Source: an optimization exercise on an open RTL-to-GDS flow (aim: small area, a short achievable clock period and few clock cycles). Production flows keep margins and buffers that such runs may drop. Function was checked by simulation only, so behaviour that the tests miss may differ from the original. Power figures rest on the tool's default switching activity, not on a simulated workload.

### design/flow/flow/run.sh
#!/bin/bash
set -euo pipefail
here=$(cd "$(dirname "$0")" && pwd)
source "$here/params.sh"
args=(SETUP_SLACK_MARGIN=$MARGIN "BUFFER_PORTS_ARGS=-buffer_cell $PORT_BUF")
if [[ -n "${CTS_ARGS:-}" ]]; then args+=("CTS_ARGS=$CTS_ARGS"); fi
bash standard.sh "${args[@]}" finish > make.log 2>&1
### design/flow/flow/params.sh
MARGIN=4.8
PORT_BUF=sky130_fd_sc_hd__buf_1
CTS_ARGS="-sink_clustering_enable -repair_clock_nets -sink_clustering_size 30 -buf_list sky130_fd_sc_hd__clkbuf_8 -dont_use_dummy_load"
### design/flow/standard.sh
#!/bin/bash
# synth_recipe.tcl (not shown) runs the flow's synth.tcl, then flattens the netlist and writes it again
# the make line also repeats each setting of config.mk as NAME=value (left out here)
make -C /OpenROAD-flow-scripts/flow DESIGN_CONFIG=/design/flow/config.mk WORK_HOME=/design/flow/orfs CLKGATE_MAP_FILE= SYNTH_SCRIPT=/design/flow/synth_recipe.tcl "${@:-finish}"
### design/flow/config.mk
export PLATFORM = sky130hd
export DESIGN_NAME = cpu_design
export DESIGN_NICKNAME = cpu_design
export VERILOG_FILES = /design/flow/design.v
export SDC_FILE = /design/flow/constraint.sdc
export NUM_CORES = 4
export LEC_CHECK = 0
export ABC_AREA = 1
export CAP_MARGIN = 20
export CORE_MARGIN = 2
export CORE_UTILIZATION = 55
export CTS_BUF_LIST = sky130_fd_sc_hd__clkbuf_8
export CTS_CLUSTER_SIZE = 30
export SETUP_SLACK_MARGIN = 5
export SLEW_MARGIN = 20
### design/flow/constraint.sdc
create_clock -name core_clock -period 8.0 [get_ports {clock}]
set_input_delay 1.6000 -clock core_clock [delete_from_list [all_inputs] [get_ports {clock}]]
set_output_delay 1.6000 -clock core_clock [all_outputs]
set_load 0.01 [all_outputs]
### design/flow/design.v
module cpu_design (reset, clock, write_read, M_address, M_data_in, M_data_out, overflow, status);
input reset, clock;
input [7:0] M_data_in;
output write_read, overflow;
output [7:0] M_data_out;
output [11:0] M_address;
output [2:0] status;
reg [11:0] MAR, PC;
reg [7:0] IR;
reg [7:0] R0, R1, R2, R3;
reg ovf;
reg st_e, st_tj, st_tr, st_tw, st_h;
wire [3:0] op = IR[7:4];
wire [1:0] rd_i = IR[3:2];
wire [1:0] rs_i = IR[1:0];
wire op_ld   = op == 4'd1;
wire op_add  = op == 4'd3;
wire op_sub  = op == 4'd4;
wire op_swap = op == 4'd10;
wire op_jmp  = op == 4'd11;
wire op_jz   = op == 4'd12;
wire op_rd   = op == 4'd13;
wire op_wr   = op == 4'd14;
wire op_stop = op == 4'd15;
wire op_two  = op_jmp | op_jz | op_rd | op_wr;
wire op_alu  = (op >= 4'd2) && (op <= 4'd10);
reg [7:0] rd, rs;
always @(*) begin
	case (rd_i)
		2'd0: rd = R0;
		2'd1: rd = R1;
		2'd2: rd = R2;
		default: rd = R3;
	endcase
	case (rs_i)
		2'd0: rs = R0;
		2'd1: rs = R1;
		2'd2: rs = R2;
		default: rs = R3;
	endcase
end
wire [7:0] bb = rs ^ {8{op_sub}};
wire [8:0] lo_c = {1'b0, rd[6:0], 1'b1} + {1'b0, bb[6:0], op_sub};
wire c7 = lo_c[8];
wire [7:0] sum = {rd[7] ^ bb[7] ^ c7, lo_c[7:1]};
wire ovf_f = op_sub ^ (c7 ? ~(rd[7] & bb[7]) : (rd[7] | bb[7]));
reg [3:0] lut;
always @(*) begin
	case (op)
		4'd5: lut = 4'b1000;
		4'd6: lut = 4'b1110;
		4'd7: lut = 4'b0110;
		default: lut = 4'b1010;   
	endcase
end
wire sel_sum = op_add | op_sub;
wire sel_shr = op == 4'd8;
wire sel_shl = op == 4'd9;
reg [7:0] res;
integer bi;
always @(*) begin
	for (bi = 0; bi < 8; bi = bi + 1)
		res[bi] = lut[{rd[bi], rs[bi]}];
	if (sel_shr) res = {1'b0, rd[7:1]};
	if (sel_shl) res = {rd[6:0], 1'b0};
	if (sel_sum) res = sum[7:0];
end
wire r0z = (R0 == 8'd0);
wire st_b = ~(st_e | st_tj | st_tr | st_tw | st_h);
wire e_two = st_e & op_two;
wire go_t = e_two & ~(op_jz & ~r0z);
wire fetch = st_b | (st_e & ~op_two & ~op_stop) | st_tj;
wire wr0 = st_tr | st_e & (op_ld | op_alu & (rd_i == 2'd0) | op_swap & (rs_i == 2'd0));
wire r0_nz_next = ~wr0 & ~r0z
	| st_e & op_ld & (|IR[3:0])
	| st_e & (op == 4'd8) & (rd_i == 2'd0) & (|R0[7:1])
	| st_e & (op == 4'd9) & (rd_i == 2'd0) & (|R0[6:0]);
wire skip = fetch & r0_nz_next & (M_data_in[7:4] == 4'd12);
wire [10:0] mar_hi_inc = MAR[11:1] + 11'd1;
wire [11:0] mar_inc = {MAR[0] ? mar_hi_inc : MAR[11:1], ~MAR[0]};
wire [11:0] mar_next = {(MAR[0] | skip) ? mar_hi_inc : MAR[11:1], MAR[0] ^ ~skip};
assign M_address = MAR;
assign M_data_out = R0;
assign write_read = st_tw;
assign overflow = ovf;
assign status = {1'b0, st_tw, st_tw | st_h};
wire wr_alu = st_e & op_alu;
wire wr_sw  = st_e & op_swap;
always @(posedge clock or negedge reset) begin
	if (!reset) begin
		MAR <= 12'd0;
		st_e <= 1'b0;
		st_tj <= 1'b0;
		st_tr <= 1'b0;
		st_tw <= 1'b0;
		st_h <= 1'b0;
		ovf <= 1'b0;
		R0 <= 8'd0;
		R1 <= 8'd0;
		R2 <= 8'd0;
		R3 <= 8'd0;
	end else begin
		if (go_t)
			MAR <= {IR[3:0], M_data_in};
		else if (st_tr | st_tw)
			MAR <= PC;
		else
			MAR <= mar_next;
		st_e <= fetch & ~skip;
		st_tj <= go_t & (op_jmp | op_jz);
		st_tr <= go_t & op_rd;
		st_tw <= go_t & op_wr;
		if (st_e & op_stop)
			st_h <= 1'b1;
		if (st_e & (op_add | op_sub))
			ovf <= ovf_f;
		if (st_tr) R0 <= M_data_in;
		else if (st_e & op_ld) R0 <= {4'd0, IR[3:0]};
		else if (wr_alu & (rd_i == 2'd0)) R0 <= res;
		else if (wr_sw & (rs_i == 2'd0)) R0 <= rd;
		if (wr_alu & (rd_i == 2'd1)) R1 <= res;
		else if (wr_sw & (rs_i == 2'd1)) R1 <= rd;
		if (wr_alu & (rd_i == 2'd2)) R2 <= res;
		else if (wr_sw & (rs_i == 2'd2)) R2 <= rd;
		if (wr_alu & (rd_i == 2'd3)) R3 <= res;
		else if (wr_sw & (rs_i == 2'd3)) R3 <= rd;
	end
end
always @(posedge clock) begin
	IR <= M_data_in;
	PC <= mar_inc;   
end
endmodule
==> results of run 1 <==
state kept, by name, summed over array words and instances (netlist names):
signal	flops
MAR	12
PC	12
IR	8
R0	8
R1	8
R2	8
R3	8
ovf	1
st_e	1
st_h	1
st_tj	1
st_tr	1
st_tw	1
report_power, final:
part / switching, mW / total [mW] / internal, mW
Clock: 0.126 / 0.226 / 0.101
Combinational: 0.594 / 0.915 / 0.320
Sequential: 0.179 / 0.683 / 0.504
Total: 0.899 / 1.82 / 0.925
through the flow:
step / hold WS (ps) / power [mW] / setup slack (ps) / instances / cell area, µm²
6_report: 518 / 1.82 / 4990 / 848 / 5310
3_5_place_dp: 493 / 1.57 / 4220 / 835 / 5080
5_1_grt: 545 / 1.96 / 4790 / 848 / 5310
2_1_floorplan: 451 / 1.28 / 5330 / 714 / 4940
4_1_cts: 516 / 1.80 / 4830 / 844 / 5230
3_3_place_gp: 493 / 1.55 / 4260 / 835 / 5080
routing by layer:
layer | global-route usage [%] | up-vias
li1 | - | 2435
met5 | 0 | -
met3 | 5.82 | 64
met4 | 13.7 | 0
met2 | 53.6 | 299
met1 | 48.0 | 2384
kinds of logic (layout without fill, tap and decap cells):
family	count (synthesis)	in the layout	synth area share (%)
AO/OA/AOI/OAI	148	148	18.3
XOR/XNOR	19	19	3.37
adder cells (fa/ha/maj)	12	12	3.19
buffers and inverters	99	125	8.41
flip-flops	70	70	33.4
other	1	1	0.0759
AND/OR/NAND/NOR	365	365	33.2
timing repair:
action | CTS | global route
pin swaps | 0 | 2
resized for setup | 10 | 13
setup endpoints to repair | 24 | 33
buffers inserted | 0 | 4
how the worst max path moves through the flow:
stage                             from      to  slack [ps]  depth (start not counted)
after CTS                        st_tr  MAR[8]        4830                         10
final                            IR[1]   R0[7]        4990                         16
after floorplan           M_data_in[5]  MAR[9]        5330                          7
after global routing             IR[6]   R0[5]        4790                         16
after detailed placement         st_tr  MAR[8]        4220                         10
after global placement           st_tr  MAR[9]        4260                          9
area by class of cell:
type	count	area, µm²
Tap cell	108	135
Inverter	78	293
Clock buffer	9	124
Sequential cell	70	1660
Fill cell	851	3410
Timing Repair Buffer	38	163
Multi-Input combinational cell	545	2930
worst reg2reg max path, delay by kind of cell (launching register included):
| kind | cells | cell delay (ps) |
|---|---|---|
| compound gates | 3 | 330 |
| xor+xnor | 1 | 180 |
| fa+ha+maj | 1 | 430 |
| buf+inv | 1 | 50 |
| flops | 1 | 430 |
| simple gates | 10 | 1470 |
cells in the final DEF, fill, tap and decap left out, types with 4 or more instances in the layout:
| cell | instances |
|---|---|
| sky130_fd_sc_hd__o21ai_0 | 46 |
| sky130_fd_sc_hd__inv_1 | 63 |
| sky130_fd_sc_hd__o211ai_1 | 13 |
| sky130_fd_sc_hd__inv_2 | 14 |
| sky130_fd_sc_hd__nand2_2 | 10 |
| sky130_fd_sc_hd__o21ai_2 | 7 |
| sky130_fd_sc_hd__buf_1 | 32 |
| sky130_fd_sc_hd__dfrtp_1 | 49 |
| sky130_fd_sc_hd__or2_2 | 4 |
| sky130_fd_sc_hd__a21oi_1 | 40 |
| sky130_fd_sc_hd__nor2_1 | 37 |
| sky130_fd_sc_hd__ha_1 | 11 |
| sky130_fd_sc_hd__clkbuf_8 | 9 |
| sky130_fd_sc_hd__dfxtp_1 | 15 |
| sky130_fd_sc_hd__nand2_1 | 202 |
| sky130_fd_sc_hd__nand3_1 | 69 |
| sky130_fd_sc_hd__o22ai_1 | 5 |
| sky130_fd_sc_hd__buf_4 | 5 |
| sky130_fd_sc_hd__dfxtp_2 | 4 |
| sky130_fd_sc_hd__xor2_1 | 18 |
| sky130_fd_sc_hd__o311ai_1 | 8 |
| sky130_fd_sc_hd__nor2_4 | 6 |
| sky130_fd_sc_hd__o21ai_1 | 12 |
| sky130_fd_sc_hd__nor2_2 | 6 |
| sky130_fd_sc_hd__nand2_4 | 4 |
| sky130_fd_sc_hd__nor3_1 | 10 |
==> flow_summary_export.csv, run 1 <==
group,metric,value,unit
run_status,run_status,"complete, no violations",
clocking,ctsLongestPathBuffers,2,
placed_design,finalWeightedCongestion,0.960,
synth,synth_warn,1,
timing,finalCritPeriodShare,37.7,%
synth,post-synth-top-count-cell,"sky130_fd_sc_hd__nand2_1",
clocking,tritoncts_clock_tree,"built",
timing,relSlewSlack,44.7,%
routing,route.antenna.remaining_nets,0,
timing,maxClockFrequency,332,MHz
clocking,hold_buf_count_cts,0,
setup_path,cp_top_family,"simple AND/OR/NAND/NOR gates",
routing,dr_vias,5182,
floorplanning,dieWidth,98.8,µm
floorplanning,io_pins,35,
global_route,number_of_global_route_vias_before_repair,4823,
cells_and_area,layout-drive-gt1-share,11.4,%
clocking,cts_inserted_buffers,9,
timing,timing.final.crit_period,3010,ps
setup_path,critical_path.slowest_cell,"sky130_fd_sc_hd__dfxtp_2",
global_route,antenna_found_initial,0,
synth,sequential_cell_area_fraction_in_the_yosys_report,33.4,%
synth,yosys_reg_bits,70,
setup_path,r2r_start,"IR[1]",
routing,drtIter0Drc,468,
placed_design,dpl.hpwl,12.2,mm
synth,yosys.cell_types.count,49,
routing,finalWirelength,16.3,mm
routing,detail_route.first_pass.iterations,7,
routing,met2WireLength,7.60,mm
floorplanning,placement_rows,34,
timing,finalSetupViolCount,0,
synth,ys_top_cells_by_count,"205 x sky130_fd_sc_hd__nand2_1, 70 x sky130_fd_sc_hd__nand3_1, 63 x sky130_fd_sc_hd__inv_1",
routing,viasPerCell,6.11,
hold_path,worst_hold_endpoint,"st_h",
floorplanning,die_y,98.8,µm
placed_design,place.port_buffers,33,
power_and_ir_drop,powerDensity,344,mW/mm²
setup_path,regToRegEndpoint,"R0[7]",
clocking,clk_root_buffer_cell,"sky130_fd_sc_hd__clkbuf_8",
setup_path,worst_setup_path_end_kind,"flip-flop",
timing,hold_violations,0,
routing,detail_route.drc_violations,0,
timing,final-max-slew-violation-count,0,
clocking,clkLatencyLatePin,350,ps
timing,grt_setup_unrepaired,"true",
synth,syn-cell-area,0.00494,mm²
setup_path,cp_max_fo,14,
power_and_ir_drop,vdd_ir_drop_max,0.195,mV
hold_path,worstHoldPathCells,2,
hold_path,min_from,"st_h",
routing,detailed_routing_wirelength_on_met1,6.53,mm
timing,fin_setup_tns,0,ps
floorplanning,initial_core_util,56.6,%
power_and_ir_drop,p_leak,2.49,nW
synth,synth_largest_type_area_fraction,25.3,%
cells_and_area,utilization,60.8,%
floorplanning,die-area,0.00975,mm²
hold_path,worstHoldPathType,"reg -> reg",
global_route,grt_util_all_layers,34.4,%
routing,highest-signal-layer,"met4",
routing,route.met3.wl,1.49,mm
setup_path,worstPathArrival,3230,ps
synth,synth_edf_count,0,
clocking,numClockSinks,70,
timing,finClkSkew,22.2,ps
setup_path,critical_path.n_buffers_inverters,1,
routing,route.detailed.wl_per_inst,19.3,µm
global_route,wire_length_of_the_first_global_routing_pass,26.2,mm
global_route,grt_start_max_net_pins,51,
synth,yosys-top-cells-area,"sky130_fd_sc_hd__dfrtp_1 25%, sky130_fd_sc_hd__nand2_1 16%, sky130_fd_sc_hd__dfxtp_1 8.1%",
synth,fraction_of_registers_with_async_set_or_reset_after_synthesis,71.4,%
cells_and_area,syn_to_final_growth,7.45,%
global_route,globalRoute.totalOverflow,0,
floorplanning,total_core_area,0.00872,mm²
cells_and_area,finish.net_count,764,
synth,synth_top_flop_cell,"sky130_fd_sc_hd__dfrtp_1",
setup_path,timing.reg2reg.worst_path_depth,16,
timing,least_margin_pin_slew,828,ps
setup_path,worstPathRequired,8210,ps
setup_path,worst-r2r-setup-slack,4990,ps
setup_path,timing.critical_path.slowest_cell_delay,430,ps
synth,synthesized_area_per_cell,6.92,µm²
setup_path,crit_top_cell,"sky130_fd_sc_hd__nand2_1",
synth,synthesis.instances,714,
synth,yosys.area.top_type,"sky130_fd_sc_hd__dfrtp_1",
cells_and_area,diodes,0,
setup_path,critPathKind,"reg -> reg",
setup_path,critical_path.startpoint_type,"flip-flop",
setup_path,critical_path.cell_chain,"nor2_4 -> nand2_1 -> nand3_1 -> o21ai_2 -> xor2_1 -> fa_1 -> nand2_1 -> inv_1 -> o21ai_0 -> nand2_1 -> nand4_1 -> nand2_1 -> nand2_1 -> nand3_1 -> nand3_1 -> a21oi_1",
clocking,cts-htree-levels,3,
run,cap_viol_max_count,0,
clocking,worst_setup_hold_path_clk_slew,70,ps
Testbench counts, summed over its fixed seeds: cycles 245,097.
==> run 2: changes to the inputs <==
--- a/design/flow/flow/run.sh
+++ b/design/flow/flow/run.sh
@@ -5,3 +5,4 @@
 args=(SETUP_SLACK_MARGIN=$MARGIN "BUFFER_PORTS_ARGS=-buffer_cell $PORT_BUF")
 if [[ -n "${CTS_ARGS:-}" ]]; then args+=("CTS_ARGS=$CTS_ARGS"); fi
+if [[ -n "${EXTRA:-}" ]]; then args+=($EXTRA); fi
 bash standard.sh "${args[@]}" finish > make.log 2>&1
==> design/flow/flow/params.sh (replaced) <==
MARGIN=4.8
PORT_BUF=sky130_fd_sc_hd__buf_1
CTS_ARGS="-sink_clustering_enable -repair_clock_nets -sink_clustering_size 30 -buf_list sky130_fd_sc_hd__clkbuf_8 -dont_use_dummy_load"
EXTRA="SKIP_GATE_CLONING=1"
--- a/design/flow/config.mk
+++ b/design/flow/config.mk
@@ -9,5 +9,5 @@
 export CAP_MARGIN = 20
 export CORE_MARGIN = 2
-export CORE_UTILIZATION = 55
+export CORE_UTILIZATION = 65
 export CTS_BUF_LIST = sky130_fd_sc_hd__clkbuf_8
 export CTS_CLUSTER_SIZE = 30
==> run 2 against run 1 <==
Net effect:
- synthesized cell count did not move
- routed wire length fell by 9.5%
- final cell count fell by 0.83%
- critical path type unchanged
- total power fell by 0.97%
- critical path depth fell by 1
- global-route usage rose by 2.9 points
- sequential power fell by 1%
==> flow_summary_export.csv, run 2 <==
group,metric,value,unit
placed_design,finalWeightedCongestion,0.982,
run,cap_viol_max_count,0,
timing,hold_violations,0,
floorplanning,die_y,91.2,µm
global_route,grt_start_max_net_pins,51,
placed_design,place.port_buffers,33,
synth,synthesis.instances,714,
synth,synthSimpleGateAreaFrac,33.2,%
setup_path,regToRegEndpoint,"R1[3]",
placed_design,dpl.hpwl,11.3,mm
timing,grt_setup_unrepaired,"true",
clocking,clk_root_buffer_cell,"sky130_fd_sc_hd__clkbuf_8",
synth,post-synth-top-count-cell,"sky130_fd_sc_hd__nand2_1",
setup_path,critical_path.cell_chain,"inv_2 -> nor2_4 -> nand2_1 -> nand3_1 -> o21ai_1 -> xor2_1 -> fa_1 -> nand2_1 -> inv_1 -> o21ai_0 -> nand2_1 -> o21ai_0 -> nand2_1 -> o21ai_1 -> nand2_1",
power_and_ir_drop,p_leak,2.50,nW
routing,detail_route.drc_violations,0,
setup_path,timing.critical_path.slowest_cell_delay,450,ps
cells_and_area,largestRegisters,"MAR x12, PC x12",
global_route,grt_util_all_layers,37.4,%
clocking,cts-htree-levels,3,
synth,synth_warn,1,
synth,dominant_combinational_cell_family_by_area_after_synthesis,"simple AND/OR/NAND/NOR gates",
hold_path,worstHoldPathType,"reg -> reg",
global_route,number_of_global_route_vias_before_repair,5021,
timing,relSlewSlack,49.2,%
setup_path,r2r_start,"IR[0]",
synth,yosys-top-cells-area,"sky130_fd_sc_hd__dfrtp_1 25%, sky130_fd_sc_hd__nand2_1 16%, sky130_fd_sc_hd__dfxtp_1 8.1%",
clocking,hold_buf_count_cts,0,
setup_path,cp_max_fo,14,
floorplanning,placement_rows,31,
setup_path,critical_path.slowest_cell,"sky130_fd_sc_hd__dfxtp_4",
setup_path,critical_path.n_buffers_inverters,2,
cells_and_area,finish.net_count,766,
setup_path,timing.reg2reg.worst_path_depth,15,
setup_path,cp_top_family,"simple AND/OR/NAND/NOR gates",
synth,synth_top_flop_cell,"sky130_fd_sc_hd__dfrtp_1",
placed_design,detailedPlace.worstSlack,4540,ps
clocking,cts_inserted_buffers,9,
floorplanning,die-area,0.00831,mm²
routing,viasPerCell,6.26,
routing,route.detailed.wl_per_inst,17.6,µm
clocking,tritoncts_clock_tree,"built",
cells_and_area,diodes,0,
timing,finalCritPeriodShare,37.0,%
cells_and_area,layout-drive-gt1-share,10.8,%
floorplanning,initial_core_util,67.7,%
power_and_ir_drop,powerDensity,341,mW/mm²
synth,synth-xor-area-share,3.37,%
cells_and_area,syn_to_final_growth,7.12,%
synth,synth_largest_type_area_fraction,25.3,%
routing,route.antenna.remaining_nets,0,
timing,least_margin_pin_slew,761,ps
timing,finClkSkew,22.6,ps
floorplanning,dieWidth,91.2,µm
routing,dr_vias,5267,
timing,timing.final.crit_period,2960,ps
placed_design,numPlacedInstances,827,
hold_path,min_from,"st_tj",
synth,yosys.cell_types.count,49,
setup_path,worstPathRequired,8230,ps
timing,maxClockFrequency,338,MHz
run_status,run_status,"complete, no violations",
clocking,ctsLongestPathBuffers,2,
synth,syn-cell-area,0.00494,mm²
synth,synth_edf_count,0,
routing,finalWirelength,14.8,mm
timing,fin_setup_tns,0,ps
clocking,clkLatencyLatePin,350,ps
synth,sequential_cell_area_fraction_in_the_yosys_report,33.4,%
routing,drtIter0Drc,640,
global_route,antenna_found_initial,0,
hold_path,worst_hold_endpoint,"st_e",
power_and_ir_drop,post-layout-total-power,1.81,mW
synth,ys_top_cells_by_count,"205 x sky130_fd_sc_hd__nand2_1, 70 x sky130_fd_sc_hd__nand3_1, 63 x sky130_fd_sc_hd__inv_1",
synth,synthesized_area_per_cell,6.92,µm²
timing,final-max-slew-violation-count,0,
synth,muxShareOfSynthArea,0,%
routing,detail_route.first_pass.iterations,6,
floorplanning,io_pins,35,
synth,synth_compound_gate_area_share,18.3,%
global_route,globalRoute.totalOverflow,0,
setup_path,crit_top_cell,"sky130_fd_sc_hd__nand2_1",
cells_and_area,final_cell_mix,"203 x sky130_fd_sc_hd__nand2_1, 69 x sky130_fd_sc_hd__nand3_1, 63 x sky130_fd_sc_hd__inv_1",
setup_path,critical_path.startpoint_type,"flip-flop",
synth,yosys_reg_bits,70,
clocking,numClockSinks,70,
global_route,wire_length_of_the_first_global_routing_pass,24.9,mm
setup_path,worst_setup_path_end_kind,"flip-flop",
floorplanning,total_core_area,0.00729,mm²
setup_path,worst-r2r-setup-slack,5040,ps
setup_path,critPathKind,"reg -> reg",
cells_and_area,final_common_cell,"sky130_fd_sc_hd__nand2_1",
clocking,worst_setup_hold_path_clk_slew,70,ps
hold_path,worstHoldPathCells,2,
cells_and_area,fin_cells,841,
synth,yosys.area.top_type,"sky130_fd_sc_hd__dfrtp_1",
synth,post_synth_fa_ha_maj_area_fraction,3.19,%
power_and_ir_drop,vdd_ir_drop_max,0.223,mV
synth,fraction_of_registers_with_async_set_or_reset_after_synthesis,71.4,%
timing,worst_slack,5040,ps
setup_path,worstPathArrival,3190,ps
timing,finalSetupViolCount,0,
## run 2: cell counts after synthesis
No cell type changed its count.
## run 2: repair_timing
| item | in CTS | in global routing |
|---|---|---|
| gates resized for setup | 6 | 11 |
| cloned | 0 | 0 |
| endpoints found under the setup margin | 19 | 32 |
| setup buffers | 0 | 5 |
| pin swaps | 0 | 2 |
## run 2: metrics by stage
stage	cell area, µm²	hold WS [ps]	utilization (%)
after floorplan	4940	451	-
after global placement	5080	485	69.7
after detailed placement	5080	498	69.7
after CTS	5220	501	71.6
final	5290	500	72.5
after global routing	5290	531	72.5
## run 2: how the worst max path moves through the flow
stage | start | endpoint | slack (ps) | cells after the start
2_1_floorplan | M_data_in[5] | MAR[9] | 5330 | 7
3_3_place_gp | M_data_in[6] | MAR[8] | 4590 | 9
3_5_place_dp | M_data_in[6] | MAR[8] | 4540 | 9
4_1_cts | IR[0] | R0[5] | 4860 | 18
5_1_grt | IR[0] | R0[5] | 4770 | 18
6_report | IR[0] | R1[3] | 5040 | 15
## run 2: logic make-up after synthesis
family | after synthesis
xor gates and xnor gates | 19
adders and majority gates | 12
DFF | 70
other | 1
buffers and inverters | 99
and+or+nand+nor | 365
AOI/OAI and AO/OA | 148
## run 2: power by group
part / total, mW / switching [mW] / internal, mW
Sequential: 0.673 / 0.169 / 0.504
Clock: 0.220 / 0.120 / 0.100
Combinational: 0.913 / 0.595 / 0.318
## run 2: layout make-up
type	count	area (µm²)
clock buffers	9	124
well taps	99	124
inverters	78	293
flip-flops and latches	70	1660
fillers	651	2000
repair buffers	40	178
multi-input cells	545	2910
## run 2: routing by layer
layer  GRT usage (%)  part of all wire [%]  routed length [µm]  vias up
li1                -                     -                   -     2436
met4            16.3                   3.4                 498        0
met1            53.3                    42                6150     2419
met3            7.80                    11                1670       54
met5               0                     0                   0        -
met2            54.8                    44                6470      358
## run 2: tightest hold or removal path, cell delays in order (launching register included)
cell	delay, ps
sky130_fd_sc_hd__dfrtp_1	330
sky130_fd_sc_hd__a211oi_1	60
sky130_fd_sc_hd__a21oi_2	90
==> run 3: changes to the inputs <==
==> design/flow/flow/params.sh (replaced) <==
MARGIN=4.8
PORT_BUF=sky130_fd_sc_hd__buf_1
CTS_ARGS="-sink_clustering_enable -repair_clock_nets -sink_clustering_size 30 -buf_list sky130_fd_sc_hd__clkbuf_8 -dont_use_dummy_load"
EXTRA="REMOVE_ABC_BUFFERS=1"
==> run 3 against run 2 <==
Net effect:
- setup slack better by 3.7 ps
- count of clock-buffer cells in the layout stayed put
- register-to-register slack hardly changed
- combinational power is 0.4% lower
- final cell count is 0.59% lower
- routed wire length is 1.2% lower
- sequential cell count stayed put
- clock power hardly changed
- global-route usage is 0.67 points lower
- via count is 2.5% lower
- non-clock buffer count is 5 lower
- cell area is 0.76% lower
- critical path type unchanged
==> flow_summary_export.csv, run 3 <==
group,metric,value,unit
setup_path,critPathKind,"reg -> reg",
routing,finalWirelength,14.6,mm
floorplanning,initial_core_util,67.7,%
synth,synth_edf_count,0,
timing,timing.final.crit_period,2950,ps
power_and_ir_drop,share_comb_of_total_power,50.5,%
synth,synthesis.instances,714,
clocking,tritoncts_clock_tree,"built",
hold_path,worstHoldPathType,"reg -> reg",
clocking,cts_inserted_buffers,9,
clocking,worst_setup_hold_path_clk_slew,70,ps
routing,dr_vias,5136,
run_status,run_status,"complete, no violations",
routing,detail_route.first_pass.iterations,8,
timing,hold_violations,0,
placed_design,finalWeightedCongestion,0.988,
global_route,number_of_global_route_vias_before_repair,4735,
cells_and_area,diodes,0,
timing,finClkSkew,21.8,ps
synth,post-synth-top-count-cell,"sky130_fd_sc_hd__nand2_1",
power_and_ir_drop,powerDensity,342,mW/mm²
timing,grt_setup_unrepaired,"false",
routing,detail_route.drc_violations,0,
power_and_ir_drop,switching_power,876,µW
clocking,ctsLongestPathBuffers,2,
timing,final-max-slew-violation-count,0,
timing,maxClockFrequency,339,MHz
cells_and_area,syn_to_final_growth,6.31,%
setup_path,critical_path.startpoint_type,"flip-flop",
clocking,numClockSinks,70,
cells_and_area,final_cell_mix,"204 x sky130_fd_sc_hd__nand2_1, 69 x sky130_fd_sc_hd__nand3_1, 63 x sky130_fd_sc_hd__inv_1",
clocking,clk_root_buffer_cell,"sky130_fd_sc_hd__clkbuf_8",
floorplanning,io_pins,35,
timing,relSlewSlack,48.1,%
power_and_ir_drop,clock_power_share,12.4,%
clocking,post_cts.repair.setup_buffers,0,
setup_path,worst_setup_path_end_kind,"flip-flop",
placed_design,dpl.hpwl,11.0,mm
routing,viasPerCell,6.14,
synth,synthesized_area_per_cell,6.92,µm²
synth,ys_top_cells_by_count,"205 x sky130_fd_sc_hd__nand2_1, 70 x sky130_fd_sc_hd__nand3_1, 63 x sky130_fd_sc_hd__inv_1",
cells_and_area,multiInputGateArea,0.00290,mm²
synth,sequential_cell_area_fraction_in_the_yosys_report,33.4,%
power_and_ir_drop,p_leak,2.47,nW
power_and_ir_drop,share_seq_of_total_power,37.1,%
timing,smallest_hold_slack,509,ps
routing,route.detailed.wl_per_inst,17.5,µm
synth,yosys-top-cells-area,"sky130_fd_sc_hd__dfrtp_1 25%, sky130_fd_sc_hd__nand2_1 16%, sky130_fd_sc_hd__dfxtp_1 8.1%",
synth,yosys.area.top_type,"sky130_fd_sc_hd__dfrtp_1",
synth,synth_top_flop_cell,"sky130_fd_sc_hd__dfrtp_1",
global_route,grt_util_all_layers,36.7,%
synth,synth_largest_type_area_fraction,25.3,%
routing,drtIter0Drc,671,
floorplanning,die-area,0.00831,mm²
synth,fraction_of_registers_with_async_set_or_reset_after_synthesis,71.4,%
global_route,grt_start_max_net_pins,51,
cells_and_area,fill_cells,664,
global_route,antenna_found_initial,0,
floorplanning,total_core_area,0.00729,mm²
global_route,wire_length_of_the_first_global_routing_pass,24.1,mm
floorplanning,dieWidth,91.2,µm
setup_path,worstPathArrival,3180,ps
power_and_ir_drop,cell_internal_pwr,921,µW
run,cap_viol_max_count,0,
global_route,globalRoute.totalOverflow,0,
power_and_ir_drop,switching_share,48.7,%
cells_and_area,layout-drive-gt1-share,10.0,%
placed_design,place.port_buffers,33,
timing,least_margin_pin_slew,775,ps
floorplanning,placement_rows,31,
clocking,clkLatencyLatePin,350,ps
timing,finalSetupViolCount,0,
setup_path,worstPathRequired,8230,ps
synth,synth_warn,1,
cells_and_area,finish.net_count,761,
synth,yosys_reg_bits,70,
cells_and_area,largestRegisters,"MAR x12, PC x12",
timing,fin_setup_tns,0,ps
synth,yosys.cell_types.count,49,
clocking,hold_buf_count_cts,0,
synth,syn-cell-area,0.00494,mm²
cells_and_area,final_common_cell,"sky130_fd_sc_hd__nand2_1",
setup_path,cp_max_fo,14,
floorplanning,die_y,91.2,µm
cells_and_area,regArea,0.00167,mm²
timing,finalCritPeriodShare,36.9,%
power_and_ir_drop,vdd_ir_drop_max,0.228,mV
routing,route.antenna.remaining_nets,0,
clocking,cts-htree-levels,3,
run 3: cell counts after synthesis:
No cell type changed its count.
run 3: timing repair:
action                                  in CTS  in global routing
gates resized for setup                      4                 13
pin swaps                                    0                  0
endpoints found under the setup margin      26                 35
run 3: routing by layer:
layer,part of all wire [%],track usage [%],wire (µm),vias to the layer above
met2,43,52.4,6250,345
met4,2.4,12.8,355,0
met3,12,8.63,1690,36
met5,0,0,0,-
li1,-,-,-,2426
met1,43,54.3,6300,2329
run 3: final timing paths:
check,start,endpoint,slack (ps),cells past startpoint
setup / recovery,IR[1],R1[6],5050,15
hold / removal,st_tj,st_e,510,2
setup reg to reg,IR[1],R1[6],5050,15
hold reg to reg,st_tj,st_e,510,2
max in group asynchronous,reset,R3[3],6150,2
min in group asynchronous,reset,MAR[11],1370,2
run 3: critical path, stage by stage (launching register included):
cell and delay [ps]:
sky130_fd_sc_hd__dfxtp_4 410, sky130_fd_sc_hd__nor2_4 280, sky130_fd_sc_hd__nand2_1 90, sky130_fd_sc_hd__nand3_1 170
sky130_fd_sc_hd__nand2_1 150, sky130_fd_sc_hd__xor2_1 170, sky130_fd_sc_hd__ha_1 330, sky130_fd_sc_hd__a21oi_1 200
sky130_fd_sc_hd__o21ai_2 100, sky130_fd_sc_hd__nand2_1 80, sky130_fd_sc_hd__o311ai_1 110, sky130_fd_sc_hd__xor2_1 170
sky130_fd_sc_hd__nand2_1 90, sky130_fd_sc_hd__nand2_1 220, sky130_fd_sc_hd__o21ai_1 220, sky130_fd_sc_hd__nand2_1 60
run 3: power groups by stage:
stage	Sequential [mW]	Combinational, mW	Clock (mW)
after floorplan	0.642	0.623	0
after global placement	0.662	0.846	0
after detailed placement	0.667	0.878	0
after CTS	0.661	0.884	0.224
after global routing	0.686	1.02	0.234
final	0.666	0.909	0.223
run 3: kinds of logic after synthesis:
logic type / share of synthesized area, %
xor+xnor: 3.37
simple gates: 33.2
compound gates: 18.3
flops: 33.4
fa+ha+maj: 3.19
other cells: 0.0759
buf+inv: 8.41
run 3: layout make-up:
class | count | area share, %
Tap cell | 99 | 2.36
Timing Repair Buffer | 35 | 2.67
Multi-Input combinational cell | 545 | 55.3
Sequential cell | 70 | 31.8
Inverter | 78 | 5.58
Clock buffer | 9 | 2.36
run 3: metrics by stage:
stage / instance area, µm² / power, mW / setup WS, ps / utilization [%] / std cells
finish: 5250 / 1.80 / 5050 / 72.0 / 836
global route: 5250 / 1.94 / 4800 / 72.0 / 836
CTS: 5210 / 1.77 / 4850 / 71.4 / 836
detailed placement: 5080 / 1.54 / 4580 / 69.7 / 827
global placement: 5080 / 1.51 / 4610 / 69.7 / 827
floorplan: 4820 / 1.27 / 5030 / - / 693
==> run 4: changes to the inputs <==
==> design/flow/flow/params.sh (replaced) <==
MARGIN=4.9
PORT_BUF=sky130_fd_sc_hd__buf_1
CTS_ARGS="-sink_clustering_enable -repair_clock_nets -sink_clustering_size 30 -buf_list sky130_fd_sc_hd__clkbuf_8 -dont_use_dummy_load"
EXTRA="REMOVE_ABC_BUFFERS=1"
==> run 4 against run 3 <==
Net effect:
- clock skew decreased by 1.6 ps
- count of clock-buffer cells in the layout unchanged
- fmax increased by 1.6%
- utilization increased by 0.81 points
- global-route usage increased by 0.071 points
- total power increased by 0.40%
- via count increased by 1.9%
- setup slack improved by 46 ps
- register-to-register slack improved by 50 ps
- sequential cell count unchanged
- critical endpoint is now R0[7]
- largest power group unchanged
- highest routed layer unchanged
==> flow_summary_export.csv, run 4 <==
group,metric,value,unit
synth,synthesized_area_per_cell,6.92,µm²
synth,synth_warn,1,
cells_and_area,utilization,72.8,%
floorplanning,dieWidth,91.2,µm
synth,yosys.cell_types.count,49,
routing,route.antenna.remaining_nets,0,
routing,drtIter0Drc,629,
clocking,clkLatencyLatePin,350,ps
timing,grt_setup_unrepaired,"true",
floorplanning,die_y,91.2,µm
global_route,globalRoute.totalOverflow,0,
timing,finalSetupViolCount,0,
timing,fin_setup_tns,0,ps
timing,relSlewSlack,48.8,%
floorplanning,io_pins,35,
global_route,grt_util_all_layers,36.8,%
floorplanning,placement_rows,31,
synth,ys_top_cells_by_count,"205 x sky130_fd_sc_hd__nand2_1, 70 x sky130_fd_sc_hd__nand3_1, 63 x sky130_fd_sc_hd__inv_1",
clocking,hold_buf_count_cts,0,
cells_and_area,final_cell_mix,"202 x sky130_fd_sc_hd__nand2_1, 69 x sky130_fd_sc_hd__nand3_1, 63 x sky130_fd_sc_hd__inv_1",
clocking,cts-htree-levels,3,
clocking,cts_inserted_buffers,9,
cells_and_area,diodes,0,
power_and_ir_drop,post-layout-total-power,1.80,mW
cells_and_area,syn_to_final_growth,7.50,%
routing,finalWirelength,14.7,mm
timing,smallest_hold_slack,509,ps
setup_path,critical_path.startpoint_type,"flip-flop",
synth,yosys.area.top_type,"sky130_fd_sc_hd__dfrtp_1",
floorplanning,initial_core_util,67.7,%
clocking,clk_root_buffer_cell,"sky130_fd_sc_hd__clkbuf_8",
timing,least_margin_pin_slew,765,ps
synth,post-synth-top-count-cell,"sky130_fd_sc_hd__nand2_1",
timing,timing.final.crit_period,2910,ps
placed_design,place.port_buffers,33,
synth,syn-cell-area,0.00494,mm²
synth,synth_largest_type_area_fraction,25.3,%
routing,dr_vias,5234,
timing,finClkSkew,20.2,ps
cells_and_area,final_common_cell,"sky130_fd_sc_hd__nand2_1",
cells_and_area,fill_cells,652,
setup_path,critPathKind,"reg -> reg",
timing,finalCritPeriodShare,36.3,%
timing,maxClockFrequency,344,MHz
synth,synthesis.instances,714,
setup_path,worstPathRequired,8240,ps
routing,detail_route.drc_violations,0,
global_route,number_of_global_route_vias_before_repair,4737,
setup_path,worstPathArrival,3150,ps
floorplanning,die-area,0.00831,mm²
hold_path,worstHoldPathType,"reg -> reg",
synth,synth_top_flop_cell,"sky130_fd_sc_hd__dfrtp_1",
routing,route.detailed.wl_per_inst,17.5,µm
power_and_ir_drop,p_leak,2.50,nW
run,cap_viol_max_count,0,
synth,sequential_cell_area_fraction_in_the_yosys_report,33.4,%
global_route,antenna_found_initial,0,
routing,viasPerCell,6.21,
clocking,numClockSinks,70,
run_status,run_status,"complete, no violations",
cells_and_area,largestRegisters,"MAR x12, PC x12",
power_and_ir_drop,vdd_ir_drop_max,0.228,mV
global_route,grt_start_max_net_pins,51,
timing,hold_violations,0,
clocking,tritoncts_clock_tree,"built",
cells_and_area,finish.net_count,768,
floorplanning,total_core_area,0.00729,mm²
setup_path,cp_max_fo,14,
setup_path,worst-r2r-setup-slack,5090,ps
routing,detail_route.first_pass.iterations,7,
clocking,worst_setup_hold_path_clk_slew,80,ps
power_and_ir_drop,powerDensity,340,mW/mm²
global_route,wire_length_of_the_first_global_routing_pass,24.2,mm
placed_design,finalWeightedCongestion,0.988,
synth,synth_edf_count,0,
placed_design,dpl.hpwl,11.0,mm
synth,fraction_of_registers_with_async_set_or_reset_after_synthesis,71.4,%
timing,final-max-slew-violation-count,0,
synth,yosys_reg_bits,70,
setup_path,worst_setup_path_end_kind,"flip-flop",
cells_and_area,layout-drive-gt1-share,11.3,%
clocking,ctsLongestPathBuffers,2,
synth,yosys-top-cells-area,"sky130_fd_sc_hd__dfrtp_1 25%, sky130_fd_sc_hd__nand2_1 16%, sky130_fd_sc_hd__dfxtp_1 8.1%",
-- run 4: cell counts after synthesis --
Identical to the previous run, type by type.
-- run 4: layer usage --
| metal | part of all wire [%] | wire length, µm | GRT usage [%] |
|---|---|---|---|
| met1 | 43 | 6290 | 54.5 |
| met5 | 0 | 0 | 0 |
| met4 | 3.5 | 508 | 12.8 |
| met2 | 42 | 6190 | 52.5 |
| met3 | 12 | 1730 | 8.63 |
-- run 4: per-stage QoR --
step	setup slack, ps	instance area, µm²	instances
finish	5090	5310	843
global route	4900	5310	843
CTS	4940	5220	836
detailed placement	4580	5080	827
global placement	4610	5080	827
floorplan	5030	4820	693
-- run 4: final timing paths --
| check | start | end | depth (start not counted) |
|---|---|---|---|
| max reg2reg | IR[0] | R0[7] | 17 |
| min in group asynchronous | reset | MAR[11] | 2 |
| max | IR[0] | R0[7] | 17 |
| max in group asynchronous | reset | st_tr | 2 |
| min | st_tj | st_e | 2 |
| min reg2reg | st_tj | st_e | 2 |
-- run 4: final cells by class --
cell class                      instances  area (µm²)  area share, %
Inverter                               78         293           5.51
Timing Repair Buffer                   42         193           3.63
Sequential cell                        70        1670           31.4
Tap cell                               99         124           2.33
Clock buffer                            9         124           2.33
Multi-Input combinational cell        545        2910           54.7
-- run 4: logic make-up (layout without fill, tap and decap cells) --
| kind of cell | Yosys count | count (layout) | share of synthesized area, % |
|---|---|---|---|
| simple gates | 365 | 365 | 33.2 |
| compound gates | 148 | 148 | 18.3 |
| buf+inv | 99 | 129 | 8.41 |
| flops | 70 | 70 | 33.4 |
| xor+xnor | 19 | 19 | 3.37 |
| fa+ha+maj | 12 | 12 | 3.19 |
| other cells | 1 | 1 | 0.0759 |
-- run 4: worst max-delay path: stages (launching register included) --
cell and delay [ps]:
sky130_fd_sc_hd__dfxtp_4 450, sky130_fd_sc_hd__inv_2 80, sky130_fd_sc_hd__nor2_4 160, sky130_fd_sc_hd__nand2_1 70, sky130_fd_sc_hd__nand3_1 80, sky130_fd_sc_hd__o21ai_1 150, sky130_fd_sc_hd__xor2_1 200, sky130_fd_sc_hd__fa_1 400
sky130_fd_sc_hd__nand2_1 70, sky130_fd_sc_hd__inv_1 50, sky130_fd_sc_hd__o21ai_0 140, sky130_fd_sc_hd__nand2_1 130, sky130_fd_sc_hd__nand4_1 130, sky130_fd_sc_hd__nand2_1 80, sky130_fd_sc_hd__nand2_1 60, sky130_fd_sc_hd__nand3_1 240
sky130_fd_sc_hd__nand3_1 240, sky130_fd_sc_hd__a21oi_1 80
-- run 4: timing repair --
item,4_1_cts,5_1_grt
resized for setup,8,12
setup endpoints to repair,35,32
setup buffers,0,7
pin swaps,0,3
-- run 4: power breakdown --
part / total (mW) / switching [mW] / internal [mW]
logic: 0.915 / 0.595 / 0.320
clock network: 0.223 / 0.122 / 0.100
registers: 0.667 / 0.163 / 0.504
==> run 5: changes to the inputs <==
--- a/design/flow/config.mk
+++ b/design/flow/config.mk
@@ -12,4 +12,5 @@
 export CTS_BUF_LIST = sky130_fd_sc_hd__clkbuf_8
 export CTS_CLUSTER_SIZE = 30
+export PLACE_DENSITY = 0.75
 export SETUP_SLACK_MARGIN = 5
 export SLEW_MARGIN = 20
==> run 5 against run 4 <==
Net effect:
- combinational power about the same
- setup slack unchanged
- critical path depth unchanged
- sequential power about the same
- still clean on timing, DRC and antenna
- non-clock buffer count stayed put
- largest cell class unchanged
==> flow_summary_export.csv, run 5 <==
group,metric,value,unit
cells_and_area,layout-drive-gt1-share,11.3,%
clocking,numClockSinks,70,
synth,ys_top_cells_by_count,"205 x sky130_fd_sc_hd__nand2_1, 70 x sky130_fd_sc_hd__nand3_1, 63 x sky130_fd_sc_hd__inv_1",
clocking,cts_inserted_buffers,9,
routing,detail_route.drc_violations,0,
placed_design,placedInstanceArea,0.00508,mm²
timing,relSlewSlack,48.8,%
placed_design,dpl.hpwl,11.0,mm
synth,yosys.area.top_type,"sky130_fd_sc_hd__dfrtp_1",
cells_and_area,fin_cells,843,
cells_and_area,final_design_area_no_fill,0.00531,mm²
floorplanning,die-area,0.00831,mm²
routing,detail_route.first_pass.iterations,7,
cells_and_area,diodes,0,
clocking,clk_root_buffer_cell,"sky130_fd_sc_hd__clkbuf_8",
floorplanning,total_core_area,0.00729,mm²
power_and_ir_drop,share_comb_of_total_power,50.7,%
global_route,grt_util_all_layers,36.8,%
power_and_ir_drop,switching_power,880,µW
floorplanning,initial_core_util,67.7,%
power_and_ir_drop,powerDensity,340,mW/mm²
floorplanning,placement_rows,31,
synth,post-synth-top-count-cell,"sky130_fd_sc_hd__nand2_1",
setup_path,worstPathArrival,3150,ps
setup_path,cp_top_family,"simple AND/OR/NAND/NOR gates",
synth,syn-cell-area,0.00494,mm²
routing,route.detailed.wl_per_inst,17.5,µm
setup_path,critical_path.n_buffers_inverters,2,
setup_path,critical_path.slowest_cell,"sky130_fd_sc_hd__dfxtp_4",
timing,fin_setup_tns,0,ps
global_route,globalRoute.totalOverflow,0,
timing,final-max-slew-violation-count,0,
cells_and_area,largestRegisters,"MAR x12, PC x12",
synth,synthesis.instances,714,
synth,synth_warn,1,
power_and_ir_drop,cell_internal_pwr,925,µW
clocking,worst_setup_hold_path_clk_slew,80,ps
synth,sequential_cell_area_fraction_in_the_yosys_report,33.4,%
clocking,ctsLongestPathBuffers,2,
cells_and_area,finish.net_count,768,
timing,finClkSkew,20.2,ps
timing,hold_violations,0,
placed_design,place.port_buffers,33,
cells_and_area,fill_cells,652,
synth,yosys_reg_bits,70,
routing,viasPerCell,6.21,
setup_path,cp_max_fo,14,
power_and_ir_drop,clock_power_share,12.3,%
global_route,antenna_found_initial,0,
cells_and_area,final_common_cell,"sky130_fd_sc_hd__nand2_1",
timing,least_margin_pin_slew,765,ps
timing,timing.final.crit_period,2910,ps
placed_design,numPlacedInstances,827,
synth,synth_largest_type_area_fraction,25.3,%
timing,finalCritPeriodShare,36.3,%
timing,finalSetupViolCount,0,
setup_path,worst_setup_path_end_kind,"flip-flop",
routing,finalWirelength,14.7,mm
floorplanning,io_pins,35,
cells_and_area,syn_to_final_growth,7.50,%
routing,drtIter0Drc,629,
clocking,tritoncts_clock_tree,"built",
synth,synth_top_flop_cell,"sky130_fd_sc_hd__dfrtp_1",
synth,synth_edf_count,0,
setup_path,critical_path.startpoint_type,"flip-flop",
power_and_ir_drop,share_seq_of_total_power,37.0,%
global_route,number_of_global_route_vias_before_repair,4737,
power_and_ir_drop,vdd_ir_drop_max,0.228,mV
placed_design,finalWeightedCongestion,0.988,
run_status,run_status,"complete, no violations",
timing,grt_setup_unrepaired,"true",
setup_path,critical_path.cell_chain,"inv_2 -> nor2_4 -> nand2_1 -> nand3_1 -> o21ai_1 -> xor2_1 -> fa_1 -> nand2_1 -> inv_1 -> o21ai_0 -> nand2_1 -> nand4_1 -> nand2_1 -> nand2_1 -> nand3_1 -> nand3_1 -> a21oi_1",
setup_path,critPathKind,"reg -> reg",
clocking,hold_buf_count_cts,0,
global_route,grt_start_max_net_pins,51,
global_route,wire_length_of_the_first_global_routing_pass,24.2,mm
clocking,cts-htree-levels,3,
power_and_ir_drop,switching_share,48.8,%
synth,fraction_of_registers_with_async_set_or_reset_after_synthesis,71.4,%
routing,route.antenna.remaining_nets,0,
setup_path,timing.critical_path.slowest_cell_delay,450,ps
power_and_ir_drop,p_leak,2.50,nW
run,cap_viol_max_count,0,
synth,yosys-top-cells-area,"sky130_fd_sc_hd__dfrtp_1 25%, sky130_fd_sc_hd__nand2_1 16%, sky130_fd_sc_hd__dfxtp_1 8.1%",
floorplanning,die_y,91.2,µm
cells_and_area,utilization,72.8,%
floorplanning,dieWidth,91.2,µm
setup_path,crit_top_cell,"sky130_fd_sc_hd__nand2_1",
synth,synthesized_area_per_cell,6.92,µm²
setup_path,worstPathRequired,8240,ps
timing,maxClockFrequency,344,MHz
clocking,clkLatencyLatePin,350,ps
hold_path,worstHoldPathType,"reg -> reg",
routing,dr_vias,5234,
cells_and_area,final_cell_mix,"202 x sky130_fd_sc_hd__nand2_1, 69 x sky130_fd_sc_hd__nand3_1, 63 x sky130_fd_sc_hd__inv_1",
synth,yosys.cell_types.count,49,
-- run 5: path summary, 6_finish.rpt --
check	slack (ps)	cells past startpoint	startpoint	end
max	5090	17	IR[0]	R0[7]
min	510	2	st_tj	st_e
max reg2reg	5090	17	IR[0]	R0[7]
min reg2reg	510	2	st_tj	st_e
max in group asynchronous	6140	2	reset	st_tr
min in group asynchronous	1370	2	reset	MAR[11]
-- run 5: power groups by stage --
stage / Sequential (mW) / Combinational, mW / Clock, mW
2_1_floorplan: 0.642 / 0.623 / 0
3_3_place_gp: 0.662 / 0.846 / 0
3_5_place_dp: 0.667 / 0.878 / 0
4_1_cts: 0.662 / 0.884 / 0.224
5_1_grt: 0.686 / 1.02 / 0.234
6_report: 0.667 / 0.915 / 0.223
-- run 5: through the flow --
step | hold WS [ps] | power [mW] | setup WS (ps)
2_1_floorplan | 451 | 1.27 | 5030
3_3_place_gp | 487 | 1.51 | 4610
3_5_place_dp | 496 | 1.54 | 4580
4_1_cts | 511 | 1.77 | 4940
5_1_grt | 549 | 1.94 | 4900
6_report | 509 | 1.80 | 5090
-- run 5: worst min-delay path: stages (launching register included) --
cell                       delay (ps)
sky130_fd_sc_hd__dfrtp_1          320
sky130_fd_sc_hd__a211oi_1          60
sky130_fd_sc_hd__a21oi_2           90
-- run 5: final cells by class --
| type | count | area (µm²) | share of cell area [%] |
|---|---|---|---|
| inverters | 78 | 293 | 5.51 |
| repair buffers | 42 | 193 | 3.63 |
| clock buffers | 9 | 124 | 2.33 |
| multi-input cells | 545 | 2910 | 54.7 |
| flip-flops and latches | 70 | 1670 | 31.4 |
| well taps | 99 | 124 | 2.33 |
-- run 5: kinds of logic after synthesis --
logic type	count (synthesis)	share of synthesized area, %
other	1	0.0759
buffers and inverters	99	8.41
AND/OR/NAND/NOR	365	33.2
adder cells (fa/ha/maj)	12	3.19
flip-flops	70	33.4
AO/OA/AOI/OAI	148	18.3
XOR/XNOR	19	3.37
-- run 5: repair_timing --
| item | 4_1_cts | 5_1_grt |
|---|---|---|
| setup buffers | 0 | 7 |
| pin swaps | 0 | 3 |
| resized for setup | 8 | 12 |
| endpoints found under the hold margin | 0 | 0 |
| endpoints found under the setup margin | 35 | 32 |
-- run 5: layer usage --
metal  global-route usage [%]  vias up  routed length (µm)
li1                         -     2440                   -
met1                     54.5     2377                6290
met2                     52.5      360                6190
met3                     8.63       57                1730
met4                     12.8        0                 508
met5                        0        -                   0
==> run 6: changes to the inputs <==
==> design/flow/flow/params.sh (replaced) <==
MARGIN=4.8
PORT_BUF=sky130_fd_sc_hd__buf_1
CTS_ARGS="-sink_clustering_enable -repair_clock_nets -sink_clustering_size 30 -buf_list sky130_fd_sc_hd__clkbuf_8 -dont_use_dummy_load"
EXTRA="REMOVE_ABC_BUFFERS=1"
--- a/design/flow/config.mk
+++ b/design/flow/config.mk
@@ -9,8 +9,7 @@
 export CAP_MARGIN = 20
 export CORE_MARGIN = 2
-export CORE_UTILIZATION = 65
+export CORE_UTILIZATION = 70
 export CTS_BUF_LIST = sky130_fd_sc_hd__clkbuf_8
 export CTS_CLUSTER_SIZE = 30
-export PLACE_DENSITY = 0.75
 export SETUP_SLACK_MARGIN = 5
 export SLEW_MARGIN = 20
==> run 6 against run 5 <==
Net effect:
- register-to-register slack worse by 110 ps
- die area is 6.8% lower
- count of clock-buffer cells in the layout is the same
- routed wire length increased by 6.1%
- cell area fell by 1.2%
- utilization grew 4.4 points
- critical path depth down 2
- clock skew about the same
- via count up 2.0%
- non-clock buffer count shrank 7
- setup slack worse by 110 ps
==> flow_summary_export.csv, run 6 <==
group,metric,value,unit
run_status,run_status,"complete, no violations",
routing,viasPerCell,6.41,
timing,finalCritPeriodShare,37.7,%
timing,maxClockFrequency,331,MHz
global_route,grt_start_max_net_pins,51,
synth,synth_warn,1,
global_route,antenna_found_initial,0,
power_and_ir_drop,cell_internal_pwr,921,µW
clocking,numClockSinks,70,
global_route,wire_length_of_the_first_global_routing_pass,24.8,mm
routing,drtIter0Drc,777,
floorplanning,dieWidth,88.0,µm
synth,yosys.area.top_type,"sky130_fd_sc_hd__dfrtp_1",
power_and_ir_drop,clock_power_share,12.2,%
power_and_ir_drop,post-layout-total-power,1.83,mW
setup_path,worstPathArrival,3280,ps
cells_and_area,final_cell_mix,"204 x sky130_fd_sc_hd__nand2_1, 69 x sky130_fd_sc_hd__nand3_1, 62 x sky130_fd_sc_hd__inv_1",
clocking,cts_inserted_buffers,9,
timing,grt_setup_unrepaired,"true",
cells_and_area,diodes,0,
synth,synthesized_area_per_cell,6.92,µm²
cells_and_area,multiInputGateArea,0.00291,mm²
routing,detail_route.drc_violations,0,
timing,finalSetupViolCount,0,
timing,fin_setup_tns,0,ps
synth,yosys-top-cells-area,"sky130_fd_sc_hd__dfrtp_1 25%, sky130_fd_sc_hd__nand2_1 16%, sky130_fd_sc_hd__dfxtp_1 8.1%",
placed_design,dpl.hpwl,11.6,mm
clocking,clkLatencyLatePin,350,ps
global_route,globalRoute.totalOverflow,0,
routing,dr_vias,5339,
synth,synthesis.instances,714,
placed_design,numPlacedInstances,824,
timing,timing.final.crit_period,3020,ps
clocking,ctsLongestPathBuffers,2,
setup_path,cp_max_fo,13,
floorplanning,placement_rows,30,
clocking,worst_setup_hold_path_clk_slew,60,ps
power_and_ir_drop,share_comb_of_total_power,50.9,%
global_route,number_of_global_route_vias_before_repair,4977,
cells_and_area,syn_to_final_growth,6.23,%
global_route,grt_util_all_layers,42.2,%
cells_and_area,largestRegisters,"MAR x12, PC x12",
power_and_ir_drop,share_seq_of_total_power,36.9,%
power_and_ir_drop,p_leak,2.46,nW
timing,finClkSkew,20.2,ps
setup_path,worstPathRequired,8260,ps
cells_and_area,finish.net_count,761,
synth,syn-cell-area,0.00494,mm²
routing,route.detailed.wl_per_inst,18.8,µm
run,cap_viol_max_count,0,
routing,detail_route.first_pass.iterations,6,
timing,final-max-slew-violation-count,0,
power_and_ir_drop,switching_power,905,µW
power_and_ir_drop,switching_share,49.5,%
synth,post-synth-top-count-cell,"sky130_fd_sc_hd__nand2_1",
power_and_ir_drop,powerDensity,348,mW/mm²
clocking,tritoncts_clock_tree,"built",
cells_and_area,fin_cells,833,
synth,fraction_of_registers_with_async_set_or_reset_after_synthesis,71.4,%
synth,ys_top_cells_by_count,"205 x sky130_fd_sc_hd__nand2_1, 70 x sky130_fd_sc_hd__nand3_1, 63 x sky130_fd_sc_hd__inv_1",
synth,yosys_reg_bits,70,
clocking,clk_root_buffer_cell,"sky130_fd_sc_hd__clkbuf_8",
floorplanning,die_y,88.0,µm
placed_design,place.port_buffers,33,
synth,synth_top_flop_cell,"sky130_fd_sc_hd__dfrtp_1",
synth,synth_largest_type_area_fraction,25.3,%
synth,yosys.cell_types.count,49,
floorplanning,io_pins,35,
placed_design,finalWeightedCongestion,1.01,
clocking,post_cts.repair.setup_buffers,0,
timing,relSlewSlack,48.4,%
floorplanning,total_core_area,0.00679,mm²
synth,synth_edf_count,0,
cells_and_area,layout-drive-gt1-share,10.3,%
floorplanning,initial_core_util,72.7,%
power_and_ir_drop,vdd_ir_drop_max,0.255,mV
synth,sequential_cell_area_fraction_in_the_yosys_report,33.4,%
cells_and_area,final_common_cell,"sky130_fd_sc_hd__nand2_1",
routing,route.antenna.remaining_nets,0,
timing,hold_violations,0,
setup_path,critPathKind,"reg -> reg",
routing,finalWirelength,15.6,mm
hold_path,worstHoldPathType,"reg -> reg",
setup_path,worst_setup_path_end_kind,"flip-flop",
cells_and_area,regArea,0.00166,mm²
clocking,cts-htree-levels,3,
timing,least_margin_pin_slew,772,ps
setup_path,critical_path.startpoint_type,"flip-flop",
cells_and_area,fill_cells,507,
floorplanning,die-area,0.00774,mm²
## run 6: cell counts after synthesis
Identical to the previous run, type by type.
## run 6: worst paths after layout
path,end,slack [ps],depth (start not counted),from
min,R2[5],520,2,R2[5]
max,R0[6],4980,15,IR[3]
max reg2reg,R0[6],4980,15,IR[3]
min in group asynchronous,MAR[9],1360,2,reset
min reg2reg,R2[5],520,2,R2[5]
max in group asynchronous,R3[6],6180,2,reset
## run 6: layout make-up
| type | instances | area share (%) |
|---|---|---|
| Multi-Input combinational cell | 545 | 55.4 |
| Sequential cell | 70 | 31.6 |
| Inverter | 78 | 5.65 |
| Timing Repair Buffer | 35 | 2.67 |
| Clock buffer | 9 | 2.36 |
| Tap cell | 96 | 2.29 |
## run 6: logic make-up (layout without fill, tap and decap cells)
group                      count (synthesis)  in the layout  synth area share (%)
AOI/OAI and AO/OA                        148            148                  18.3
adders and majority gates                 12             12                  3.19
buffers and inverters                     99            122                  8.41
and+or+nand+nor                          365            365                  33.2
DFF                                       70             70                  33.4
other                                      1              1                0.0759
xor gates and xnor gates                  19             19                  3.37
## run 6: worst max-delay path, cell delays in order, from the launching register on
cell and delay [ps]:
sky130_fd_sc_hd__dfxtp_2 520, sky130_fd_sc_hd__nor2_4 150, sky130_fd_sc_hd__nand2_1 80, sky130_fd_sc_hd__nand3_1 90
sky130_fd_sc_hd__nand2_1 320, sky130_fd_sc_hd__inv_1 170, sky130_fd_sc_hd__ha_1 440, sky130_fd_sc_hd__nand2_1 90
sky130_fd_sc_hd__nor3_1 150, sky130_fd_sc_hd__nand2_1 70, sky130_fd_sc_hd__o311ai_1 90, sky130_fd_sc_hd__xor2_1 230
sky130_fd_sc_hd__nand2_1 70, sky130_fd_sc_hd__nand2_1 240, sky130_fd_sc_hd__nand2_1 90, sky130_fd_sc_hd__a21oi_1 130
## run 6: what timing repair did
| item | in CTS | in global routing |
|---|---|---|
| hold buffers | 0 | 0 |
| resized for setup | 3 | 13 |
| endpoints found under the setup margin | 7 | 35 |
| pin swaps | 0 | 0 |
## run 6: power by group through the flow
stage	Combinational, mW	Sequential [mW]	Clock [mW]
5_1_grt	1.03	0.686	0.230
4_1_cts	0.894	0.662	0.217
3_5_place_dp	0.891	0.666	0
6_report	0.930	0.673	0.223
3_3_place_gp	0.859	0.662	0
2_1_floorplan	0.623	0.642	0
## run 6: layer usage
metal | GRT usage [%] | vias up | share of wire (%) | wire [µm]
met3 | 12.4 | 68 | 14 | 2220
met2 | 62.8 | 422 | 44 | 6930
li1 | - | 2425 | - | -
met1 | 58.2 | 2424 | 38 | 5980
met5 | 0 | - | 0 | 0
met4 | 16.4 | 0 | 3.1 | 480
## run 6: metrics by stage
stage / util [%] / worst slack (ps) / cell area, µm² / hold slack, ps
6_report: 77.2 / 4980 / 5250 / 520
5_1_grt: 77.2 / 4800 / 5250 / 560
4_1_cts: 76.6 / 4820 / 5200 / 521
3_5_place_dp: 74.7 / 4460 / 5080 / 496
3_3_place_gp: 74.7 / 4640 / 5080 / 481
2_1_floorplan: - / 5030 / 4820 / 451
==> run 7: changes to the inputs <==
==> design/flow/flow/run.sh (replaced) <==
#!/bin/bash
set -euo pipefail
here=$(cd "$(dirname "$0")" && pwd)
source "$here/params.sh"
args=(SETUP_SLACK_MARGIN=$MARGIN "BUFFER_PORTS_ARGS=-buffer_cell $PORT_BUF")
if [[ -n "${CTS_ARGS:-}" ]]; then args+=("CTS_ARGS=$CTS_ARGS"); fi
bash standard.sh "${args[@]}" finish > make.log 2>&1
==> design/flow/flow/params.sh (replaced) <==
MARGIN=5
PORT_BUF=sky130_fd_sc_hd__buf_1
CTS_ARGS="-sink_clustering_enable -repair_clock_nets -sink_clustering_size 64 -sink_clustering_max_diameter 120 -buf_list sky130_fd_sc_hd__clkbuf_8 -dont_use_dummy_load"
--- a/design/flow/config.mk
+++ b/design/flow/config.mk
@@ -9,5 +9,5 @@
 export CAP_MARGIN = 20
 export CORE_MARGIN = 2
-export CORE_UTILIZATION = 70
+export CORE_UTILIZATION = 65
 export CTS_BUF_LIST = sky130_fd_sc_hd__clkbuf_8
 export CTS_CLUSTER_SIZE = 30
==> run 7 against run 6 <==
Net effect:
- cell area grew 2.3%
- count of clock-buffer cells in the layout is the same
- utilization shrank 3.6 points
- setup slack gained 91 ps
- sequential share of layout area shrank 0.55 points
- largest power group unchanged
- die area grew 7.3%
==> flow_summary_export.csv, run 7 <==
group,metric,value,unit
run_status,run_status,"complete, no violations",
cells_and_area,syn_to_final_growth,8.66,%
setup_path,worstPathArrival,3170,ps
timing,finalCritPeriodShare,36.6,%
clocking,hold_buf_count_cts,0,
synth,sequential_cell_area_fraction_in_the_yosys_report,33.4,%
synth,synthesis.instances,714,
power_and_ir_drop,powerDensity,341,mW/mm²
timing,fin_setup_tns,0,ps
timing,least_margin_pin_slew,823,ps
timing,maxClockFrequency,342,MHz
placed_design,place.port_buffers,33,
routing,viasPerCell,6.37,
clocking,clk_root_buffer_cell,"sky130_fd_sc_hd__clkbuf_8",
floorplanning,die-area,0.00831,mm²
clocking,worst_setup_hold_path_clk_slew,70,ps
synth,ys_top_cells_by_count,"205 x sky130_fd_sc_hd__nand2_1, 70 x sky130_fd_sc_hd__nand3_1, 63 x sky130_fd_sc_hd__inv_1",
placed_design,finalWeightedCongestion,0.982,
power_and_ir_drop,p_leak,2.52,nW
timing,final-max-slew-violation-count,0,
timing,relSlewSlack,45.0,%
synth,synth_warn,1,
run,cap_viol_max_count,0,
global_route,grt_start_max_net_pins,51,
setup_path,worstPathRequired,8250,ps
cells_and_area,layout-drive-gt1-share,12.5,%
synth,fraction_of_registers_with_async_set_or_reset_after_synthesis,71.4,%
synth,synth_top_flop_cell,"sky130_fd_sc_hd__dfrtp_1",
setup_path,worst_setup_path_end_kind,"flip-flop",
cells_and_area,largestRegisters,"MAR x12, PC x12",
synth,yosys-top-cells-area,"sky130_fd_sc_hd__dfrtp_1 25%, sky130_fd_sc_hd__nand2_1 16%, sky130_fd_sc_hd__dfxtp_1 8.1%",
synth,synthesized_area_per_cell,6.92,µm²
synth,yosys.area.top_type,"sky130_fd_sc_hd__dfrtp_1",
routing,drtIter0Drc,700,
setup_path,critical_path.startpoint_type,"flip-flop",
global_route,wire_length_of_the_first_global_routing_pass,24.9,mm
global_route,antenna_found_initial,0,
routing,route.antenna.remaining_nets,0,
synth,synth_edf_count,0,
cells_and_area,diodes,0,
routing,finalWirelength,15.1,mm
floorplanning,dieWidth,91.2,µm
global_route,number_of_global_route_vias_before_repair,5030,
floorplanning,io_pins,35,
timing,grt_setup_unrepaired,"true",
synth,yosys.cell_types.count,49,
clocking,clkLatencyLatePin,350,ps
synth,post-synth-top-count-cell,"sky130_fd_sc_hd__nand2_1",
timing,hold_violations,0,
routing,detail_route.drc_violations,0,
hold_path,worstHoldPathType,"reg -> reg",
clocking,cts_inserted_buffers,9,
placed_design,dpl.hpwl,11.3,mm
global_route,globalRoute.totalOverflow,0,
cells_and_area,fill_cells,634,
cells_and_area,final_common_cell,"sky130_fd_sc_hd__nand2_1",
synth,syn-cell-area,0.00494,mm²
clocking,numClockSinks,70,
cells_and_area,final_cell_mix,"200 x sky130_fd_sc_hd__nand2_1, 68 x sky130_fd_sc_hd__nand3_1, 63 x sky130_fd_sc_hd__inv_1",
setup_path,critPathKind,"reg -> reg",
cells_and_area,finish.net_count,769,
routing,detail_route.first_pass.iterations,6,
timing,finalSetupViolCount,0,
global_route,grt_util_all_layers,37.4,%
synth,synth_largest_type_area_fraction,25.3,%
timing,smallest_hold_slack,502,ps
floorplanning,initial_core_util,67.7,%
floorplanning,die_y,91.2,µm
floorplanning,total_core_area,0.00729,mm²
timing,finClkSkew,24.3,ps
timing,timing.final.crit_period,2930,ps
clocking,tritoncts_clock_tree,"built",
routing,dr_vias,5373,
floorplanning,placement_rows,31,
synth,yosys_reg_bits,70,
routing,route.detailed.wl_per_inst,17.8,µm
clocking,ctsLongestPathBuffers,2,
power_and_ir_drop,vdd_ir_drop_max,0.223,mV
clocking,cts-htree-levels,3,
setup_path,cp_max_fo,7,
-- run 7: through the flow --
step / util, % / power (mW) / worst slack, ps / std cells / cell area, µm²
floorplan: - / 1.28 / 5330 / 714 / 4940
global placement: 69.7 / 1.51 / 4590 / 827 / 5080
detailed placement: 69.7 / 1.55 / 4540 / 827 / 5080
CTS: 71.8 / 1.77 / 5000 / 836 / 5230
global route: 73.6 / 1.97 / 4980 / 844 / 5370
finish: 73.6 / 1.83 / 5070 / 844 / 5370
-- run 7: kinds of logic after synthesis --
| group | synth area share [%] |
|---|---|
| xor+xnor | 3.37 |
| simple gates | 33.2 |
| fa+ha+maj | 3.19 |
| buf+inv | 8.41 |
| flops | 33.4 |
| other cells | 0.0759 |
| compound gates | 18.3 |
-- run 7: critical path, cell delays in order, from the launching register on --
cell	delay, ps
sky130_fd_sc_hd__dfxtp_4	390
sky130_fd_sc_hd__buf_4	160
sky130_fd_sc_hd__o21ai_0	170
sky130_fd_sc_hd__nand3_1	220
sky130_fd_sc_hd__nand2_2	170
sky130_fd_sc_hd__xor2_2	180
sky130_fd_sc_hd__ha_1	290
sky130_fd_sc_hd__a21oi_1	200
sky130_fd_sc_hd__o21ai_2	110
sky130_fd_sc_hd__nand2_1	70
sky130_fd_sc_hd__nand2_1	50
sky130_fd_sc_hd__a21oi_1	150
sky130_fd_sc_hd__xor2_1	170
sky130_fd_sc_hd__nand2_1	80
sky130_fd_sc_hd__nand2_2	160
sky130_fd_sc_hd__nand2_1	90
sky130_fd_sc_hd__a21oi_1	180
-- run 7: repair_timing --
item / 4_1_cts / 5_1_grt
setup buffers: 0 / 8
resized for setup: 12 / 23
pin swaps: 0 / 6
hold endpoints to repair: 0 / 0
endpoints found under the setup margin: 34 / 33
gates cloned: 0 / 0
-- run 7: per-layer routing --
layer | vias to the layer above | track usage [%] | part of all wire, %
li1 | 2441 | - | -
met1 | 2499 | 53.2 | 41
met2 | 372 | 54.9 | 45
met3 | 61 | 7.80 | 11
met4 | 0 | 16.3 | 3.4
met5 | - | 0 | 0
-- run 7: worst paths after layout --
path | from | endpoint | slack, ps | depth (start not counted)
worst min register to register | st_tj | st_e | 500 | 2
worst max register to register | IR[0] | R0[4] | 5070 | 16
worst min-delay path | st_tj | st_e | 500 | 2
max in group asynchronous | reset | st_tr | 6140 | 2
min in group asynchronous | reset | MAR[11] | 1360 | 2
worst max-delay path | IR[0] | R0[4] | 5070 | 16
-- run 7: final cells by class --
type	count	area [µm²]	share of cell area, %
flip-flops and latches	70	1670	31.1
repair buffers	43	198	3.68
well taps	99	124	2.31
inverters	78	293	5.46
multi-input cells	545	2960	55.1
clock buffers	9	124	2.31
-- run 7: report_power, final --
part	switching (mW)	leakage, nW	total (mW)	internal, mW
Clock	0.120	0.0647	0.221	0.100
Sequential	0.169	0.778	0.673	0.504
Combinational	0.609	1.68	0.936	0.328

## separate check: timing with driven ports
Ports are ideal in the flow. The routed layouts listed here were re-timed in OpenROAD.
Step 1, drivers: a clkbuf_16 drives clock and a buf_2 each remaining input, both assumed.
Step 2, shift: input delay + t, output delay - t, t = (earliest + latest rising clock arrival at the registers) / 2. This alone moves slack from input paths to output paths.
Three values: ideal, step 1, step 2; two values: the first two.
| run | t, ns | setup WS [ns] | worst slew at a driven data input, ns |
|---|---|---|---|
| run 1 | 0.368 | 4.986 / 4.986 / 4.772 | 0.03 |
| run 2 | 0.369 | 5.043 / 5.043 / 4.738 | 0.03 |
| run 3 | 0.373 | 5.046 / 5.046 / 4.796 | 0.03 |
| run 4 | 0.374 | 5.092 / 5.092 / 4.795 | 0.03 |
| run 5 | 0.374 | 5.092 / 5.092 / 4.795 | 0.03 |
| run 6 | 0.374 | 4.982 / 4.982 / 4.706 | 0.03 |
| run 7 | 0.371 | 5.072 / 5.072 / 4.938 | 0.03 |
After both steps every run listed still meets setup and hold. For run 2, which loses most, drivers alone change the setup slack by 0.000 ns; drivers and shift together by -0.305 ns.
